From an optimization exercise on the open Yosys and OpenROAD flow, aimed at small area and a short achievable clock period; shortcuts taken in it are not production practice. Where RTL was checked, it was by simulation tests only, not by an equivalence proof against the original. Power is estimated from default activity; no workload was simulated.

// pipelined_boothe_multiplier
module pipelined_boothe_multiplier #(
    parameter WIDTH = 32
) (
    input clk,
    input reset,
    input en,
    input [WIDTH - 1: 0] md,
    input [WIDTH - 1: 0] mr,
    output [(2 * WIDTH) - 1: 0] s_result
);
Size in the first run: about 5,800 cells after synthesis, roughly 2,300 flip-flops, about 130 I/O pins.
Settings: LEC_CHECK=0, CAP_MARGIN=20, CORE_MARGIN=2, CORE_UTILIZATION=60, CTS_CLUSTER_DIAMETER=100, CTS_CLUSTER_SIZE=30, PLACE_DENSITY=0.7, SETUP_SLACK_MARGIN=2.8, SLEW_MARGIN=20, SYNTH_HIERARCHICAL=1, SYNTH_MINIMUM_KEEP_SIZE=0; clock period 5.0 ns.
run.sh (not shown) runs the stock make flow with config.mk's settings and CLKGATE_MAP_FILE= SYNTH_SCRIPT=/design/flow/synth_recipe.tcl, a recipe that flattens the netlist after the stock synthesis.
Then changed:
Settings changed: SETUP_SLACK_MARGIN 2.8 to 2.85.
Effect:
- via count is higher slightly
- count of clock-buffer cells in the layout is lower by 3
- final area is higher slightly
- power is higher slightly
- cell count barely changes
- synthesized cell count does not change
- setup slack stays flat
- hold slack is better by 0.0049 ns

Starting RTL as in the previous note.
Settings: LEC_CHECK=0, CAP_MARGIN=20, CORE_MARGIN=2, CORE_UTILIZATION=60, CTS_CLUSTER_DIAMETER=100, CTS_CLUSTER_SIZE=30, PLACE_DENSITY=0.7, SETUP_SLACK_MARGIN=2.85, SLEW_MARGIN=20, SYNTH_HIERARCHICAL=1, SYNTH_MINIMUM_KEEP_SIZE=0, TNS_END_PERCENT=30; clock period 5.0 ns.
The first run passed the timing, DRC and antenna checks.
Rerun with:
CTS_BUF_LIST = sky130_fd_sc_hd__clkbuf_16 sky130_fd_sc_hd__clkbuf_4   (was default)
TNS_END_PERCENT = 60   (was 30)
Outcome: The new run finished clean; critical path depth falls by 4; synthesized area does not change; global-route usage barely changes; power hardly moves.
Rerun with:
CTS_BUF_LIST = default   (was sky130_fd_sc_hd__clkbuf_16 sky130_fd_sc_hd__clkbuf_4)
CTS_CLUSTER_SIZE = 34   (was 30)
SETUP_SLACK_MARGIN = 2.82   (was 2.85)
TNS_END_PERCENT = default   (was 60)
What happened: Non-clock buffer count fell by 1. Synthesized area does not change. Die area stays the same. Flip-flop and latch count stays the same. Global-route usage fell by 0.13 points. Final area fell by 0.57%. Clock-buffer cell count fell by 8. Worst setup slack gets better by 0.010 ns.
Rerun with:
CORE_UTILIZATION = 65   (was 60)
CTS_CLUSTER_SIZE = 30   (was 34)
PLACE_DENSITY = 0.75   (was 0.7)
SETUP_SLACK_MARGIN = 2.88   (was 2.82)
Final area goes up slightly.
Utilization rises by 6.2 points.
Sequential cell count does not change.
Synthesized cell count does not change.
Clock skew went down by 0.012 ns.
Clock-buffer cell count came out higher by 4.
Setup slack loses 0.027 ns.
Non-clock buffer count increases by 21.
Via count grows slightly.

old:
pipelined_boothe_multiplier, a different RTL version from the one above (not shown whole).
For scale: roughly 2,400 flip-flops, roughly 130 I/O pins.
Design pipelined_boothe_multiplier, start of the top module:
module pipelined_boothe_multiplier #(
    parameter WIDTH = 32
) (
    input clk,
    input reset,
    input en,
    input [WIDTH - 1: 0] md,
    input [WIDTH - 1: 0] mr,
    output [(2 * WIDTH) - 1: 0] s_result
);
  reg [81:0] s1;
  reg [150:0] s2;
  reg [152:0] s3;
  reg [152:0] s4;
  reg [103:0] s5;
  reg [63:0] s6;
  reg [63:0] s7;
  reg [63:0] s8;
  reg [63:0] s9;
  reg [63:0] s10;
  reg [63:0] s11;
  reg [63:0] s12;
  reg [63:0] s13;
  reg [63:0] s14;
  reg [63:0] s15;
  reg [63:0] s16;
  reg [63:0] s17;
  reg [63:0] s18;
  reg [63:0] s19;
  reg [63:0] s20;
  reg [63:0] s21;
  reg [63:0] s22;
  reg [63:0] s23;
  reg [63:0] s24;
  reg [63:0] s25;
  reg [63:0] s26;
  reg [63:0] s27;
  reg [63:0] s28;
  reg [63:0] s29;
  reg [63:0] s30;
  reg [63:0] s31;
  reg [63:0] s32;
  reg [4:0] rcnt;
  wire mdn1 = ~md[16];
  wire mdn2 = ~md[17];
  wire mdn3 = ~md[18];
  wire mdn4 = ~md[19];
  wire mdn5 = ~md[20];
  wire mdn6 = ~md[21];
  wire mdn7 = ~md[22];
  wire mdn8 = ~md[23];
  wire mdn9 = ~md[24];
  wire mdn10 = ~md[25];
  wire mdn11 = ~md[26];
  wire mdn12 = ~md[27];
  wire mdn13 = ~md[28];
  wire mdn14 = ~md[29];
  wire mdn15 = ~md[30];
  wire mdn16 = ~md[31];
  wire bone17 = mr[0];
  wire btwo18 = mr[1] & ~mr[0];
  wire bneg19 = mr[1];
  wire bonen20 = ~bone17;
  wire btwon21 = ~btwo18;
  wire bnegn22 = ~bneg19;
  wire bone23 = mr[2] ^ mr[1];
  wire btwo24 = (mr[3] & ~mr[2] & ~mr[1]) | (~mr[3] & mr[2] & mr[1]);
  wire bneg25 = mr[3];
  wire bonen26 = ~bone23;
  wire btwon27 = ~btwo24;
  wire bnegn28 = ~bneg25;
  wire bone29 = mr[4] ^ mr[3];
  wire btwo30 = (mr[5] & ~mr[4] & ~mr[3]) | (~mr[5] & mr[4] & mr[3]);
  wire bneg31 = mr[5];
  wire bonen32 = ~bone29;
  wire btwon33 = ~btwo30;
  wire bnegn34 = ~bneg31;
  wire bone35 = mr[6] ^ mr[5];
  wire btwo36 = (mr[7] & ~mr[6] & ~mr[5]) | (~mr[7] & mr[6] & mr[5]);
  wire bneg37 = mr[7];
  wire bonen38 = ~bone35;
  wire btwon39 = ~btwo36;
  wire bnegn40 = ~bneg37;
  wire pp41 = (s1[33] & s1[16]) ^ s1[35];
  wire q42;
  bpp uq42 (.o(s1[33]), .t(s1[34]), .n(s1[35]), .x(s1[17]), .z(s1[16]), .y(q42));
  wire q43;
  bpp uq43 (.o(s1[33]), .t(s1[34]), .n(s1[35]), .x(s1[18]), .z(s1[17]), .y(q43));
  wire q44;
  bpp uq44 (.o(s1[33]), .t(s1[34]), .n(s1[35]), .x(s1[19]), .z(s1[18]), .y(q44));
  wire q45;
  ...
Settings: LEC_CHECK=0, CAP_MARGIN=20, CORE_MARGIN=2, CORE_UTILIZATION=60, CTS_CLUSTER_DIAMETER=100, CTS_CLUSTER_SIZE=30, PLACE_DENSITY=0.7, SETUP_SLACK_MARGIN=2.8, SLEW_MARGIN=20, SYNTH_HIERARCHICAL=1, SYNTH_MINIMUM_KEEP_SIZE=0; clock period 5.0 ns.
### old -> new
- CTS_CLUSTER_SIZE removed (was 30)
- SETUP_SLACK_MARGIN changed from 2.8 to 2.9
- CTS_CLUSTER_DIAMETER removed (was 100)
## What came out
- Sort old and new by post-detailed-placement half-perimeter wirelength asc -> top: old
- Taking old as the reference, in new all-layer global routing usage went up by 1.9 points, met2 layer wire length in the routed design went up by about 18%, reported leakage power went up by 9.8%, first-iteration DRC count went down by about 15%.
- Summary: with old as the reference, number of buffers created by CTS in new moved up by more than 100%.
- Comparing old and new, detailed-routed wire length on met3 is higher on new.
- Per the comparison of new with old, routed wirelength normalized by instance count rose by about 6%; power drawn by the sequential cells about even; maximum fanout count along the critical path now sits lower.
No functional check of the RTL was part of any run of this note.

==> what the ideal ports hide <==
How much do the figures lean on ideal ports? The routed layouts below were timed once more, with nothing changed but the port constraints.
Step 1 assumes that a clkbuf_16 drives the clock port and a buf_2 every other input.
Step 2 times the ports against the registers' clock, not the clock port: input delays grow and output delays shrink by t, the midpoint of the rising clock arrivals with the driver on.
Three values: no drivers, after step 1, after step 2; two values: the first two.
run	t, ns	setup WS [ns]	worst setup path after step 2	clock arrival spread, ns
the first run of note 1	0.766	2.851 / 2.780 / 2.504	input to register	0.039 / 0.039
the second run of note 1	0.773	2.853 / 2.785 / 2.350	input to register	0.048 / 0.048
the first run of note 2	0.768	2.837 / 2.779 / 2.554	input to register	0.043 / 0.043
the second run of note 2	0.766	2.851 / 2.780 / 2.499	input to register	0.041 / 0.041
the third run of note 2	0.756	2.861 / 2.791 / 2.408	input to register	0.051 / 0.050
the fourth run of note 2	0.772	2.834 / 2.763 / 2.328	input to register	0.047 / 0.048
old	0.792	2.666 / 2.666 / 2.514	input to register	0.056 / 0.056
new	0.853	2.700 / 2.630 / 2.534	input to register	0.074 / 0.073
After both steps every run listed still meets setup and hold. For the fourth run of note 2, which loses most, drivers alone change the setup slack by -0.071 ns; drivers and shift together by -0.506 ns.
